From an optimization exercise on the open Yosys and OpenROAD flow, aimed at small area and a short achievable clock period; shortcuts taken in it are not production practice. Only simulation tests tie the RTL to the original design; equivalence was not proved. Power and IR drop assume default switching activity.

==> flow/design.v (excerpt) <==
module gen_pack_TSE (
input clk_i,
input srst_i,
input [9:0]gen_address_AvMM_S_i,
input gen_write_AvMM_S_i,
input [31:0]gen_writedata_AvMM_S_i,
input gen_read_AvMM_S_i,
output [31:0]gen_readdata_AvMM_S_o,
output gen_readdatavalid_AvMM_S_o,
output gen_waitrequest_AvMM_S_o,
input [31:0]gen_readdata_AvMM_M_i,
input gen_waitrequest_AvMM_M_i,
output [7:0]gen_address_AvMM_M_o,
output gen_write_AvMM_M_o,
output [31:0]gen_writedata_AvMM_M_o,
output gen_read_AvMM_M_o,
input  gen_ready_i,
output [7:0]gen_data_o,
output gen_valid_o,
output gen_startofpacket_o,
output gen_endofpacket_o
);
clock: 8.0 ns
lec_check: 0
cap_margin: 20
core_margin: 2
core_utilization: 60
cts_buf_list: sky130_fd_sc_hd__clkbuf_16
cts_cluster_diameter: 50
cts_cluster_size: 28
place_density: 0.7
setup_slack_margin: 5
slew_margin: 20
tns_end_percent: 100
run.sh (not shown) runs the stock make flow with config.mk's settings and CLKGATE_MAP_FILE= SYNTH_SCRIPT=/design/flow/synth_recipe.tcl, a recipe that flattens the netlist after the stock synthesis.
Next try:
--- a/flow/design.v
+++ b/flow/design.v
@@ -500,41 +500,39 @@
         value_rnd_3        <= 10'h0;
       end
       if (rand_range_1 != 11'h0) value_rnd_1 <= value_rnd_1 & ~m1;
       if (rand_range_2 != 11'h0) value_rnd_2 <= value_rnd_2 & ~m2[9:0];
     end
   end
 end
-function automatic [10:0] pow2_below(input [10:0] r, input bit top1024);
-  logic [10:0] gt;
+function automatic [10:0] pow2_mask(input [10:0] r, input bit top1024);
+  logic [11:0] gt;
   integer k;
+  gt = 12'h0;
   for (k = 1; k <= 10; k = k + 1)
     gt[k] = (|(r >> (k + 1))) | (r[k] & (|(r & ((11'h1 << k) - 11'h1))));
-  gt[0] = 1'b0;
   if (!top1024) gt[10] = 1'b0;
-  pow2_below = 11'h0;
+  pow2_mask[0] = 1'b0;
   for (k = 1; k <= 10; k = k + 1)
-    if (gt[k]) pow2_below = 11'h1 << k;
+    pow2_mask[k] = gt[1] & ~gt[k + 1];
+endfunction
+function automatic [10:0] low_bit(input [10:0] m);
+  low_bit = m & ~(m << 1);
 endfunction
 wire [10:0] rr_left = rand_range - rand_range_1;
 wire        rr_go   = (rand_range != 11'h0);
-function automatic [10:0] or_up(input [10:0] v);
-  integer k;
-  for (k = 0; k < 11; k = k + 1) or_up[k] = |(v & ((11'h2 << k) - 11'h1));
-endfunction
-wire [10:0] rand_range_1_n = (rr_go && !flag_range_1_ready) ? pow2_below(rand_range, 1'b1) : rand_range_1;
+wire        rr1_set = rr_go && !flag_range_1_ready;
+wire [10:0] m1_new  = pow2_mask(rand_range, 1'b1);
+wire [10:0] rand_range_1_n = rr1_set ? low_bit(m1_new) : rand_range_1;
 wire wr_rvs = wr_reg & (a_s[1:0] == 2'd3);
-logic [10:0] base_k, base_w;
-logic        base_sel;
-always_ff @(posedge clk_i) begin
-  base_k   <= rand_val_speed[10:0] + rand_range_1;
-  base_w   <= gen_writedata_AvMM_S_i[10:0] + rand_range_1;
-  base_sel <= wr_rvs & ~srst_i;
-end
-wire [10:0] base_2 = base_sel ? base_w : base_k;
+wire [10:0] base_w = gen_writedata_AvMM_S_i[10:0] + rand_range_1;
+wire [10:0] base_k = rand_val_speed[10:0] + rand_range_1;
+logic [10:0] base_2;
+always_ff @(posedge clk_i)
+  base_2 <= ({11{wr_rvs}} & base_w) | ({11{~wr_rvs}} & base_k);
 always_ff @(posedge clk_i) begin
   if (srst_i) begin
     flag_range_1_ready <= 1'b0;
     flag_range_2_ready <= 1'b0;
     flag_range_3_ready <= 1'b0;
     rand_range_1       <= 11'h0;
     rand_range_2       <= 11'h0;
@@ -549,21 +547,21 @@
     else begin
       flag_range_1_ready <= 1'b0;
       flag_range_2_ready <= 1'b0;
       flag_range_3_ready <= 1'b0;
       rand_range         <= 11'h0;
     end
     rand_range_1 <= rand_range_1_n;
-    m1           <= or_up(rand_range_1_n);
+    if (rr1_set) m1 <= m1_new;
     if (rr_go) begin
       if (!flag_range_1_ready)
         flag_range_1_ready <= 1'b1;
       else if (!flag_range_2_ready) begin
-        rand_range_2       <= pow2_below(rr_left, 1'b0);
-        m2                 <= or_up(pow2_below(rr_left, 1'b0));
+        rand_range_2       <= low_bit(pow2_mask(rr_left, 1'b0));
+        m2                 <= pow2_mask(rr_left, 1'b0);
         flag_range_2_ready <= 1'b1;
       end
       else if (!flag_range_3_ready) begin
         rand_range_3       <= rr_left - rand_range_2;
         flag_range_3_ready <= 1'b1;
       end
     end
The new run completed without violations. Utilization decreases by 0.24 points. Design area decreases by 1.3%. Final cell count decreases by 1.3%. Routed wire length decreases by 0.46%. Synthesized area decreases by 0.66%. Via count barely changes. Power decreases by 1.1%.

## afterwards: timing with drivers on the ports
The flow's constraints put no driver on any port. The routed layouts listed below were extracted and timed again, unchanged, in two steps.
Step 1 assumes that a clkbuf_16 drives the clock port and a buf_2 every other input.
Step 2 also shifts input and output timing later by t, the mid clock arrival at the registers, as if the neighbouring blocks saw the same clock.
a / b / c = ideal ports / drivers / drivers and shift; a / b = the first two.
run	t (ns)	setup WS [ns]	hold WS [ns]	worst register clock-pin slew, ns
the first run	0.966	4.845 / 4.781 / 4.106	0.456 / 0.456 / 0.456	0.11 / 0.11
the second run	0.967	4.740 / 4.664 / 3.805	0.455 / 0.455 / 0.455	0.11 / 0.11
After both steps setup and hold are still met in every run listed. The setup slack of the second run, which loses most, moves by -0.076 ns with the drivers and by -0.935 ns with both steps.
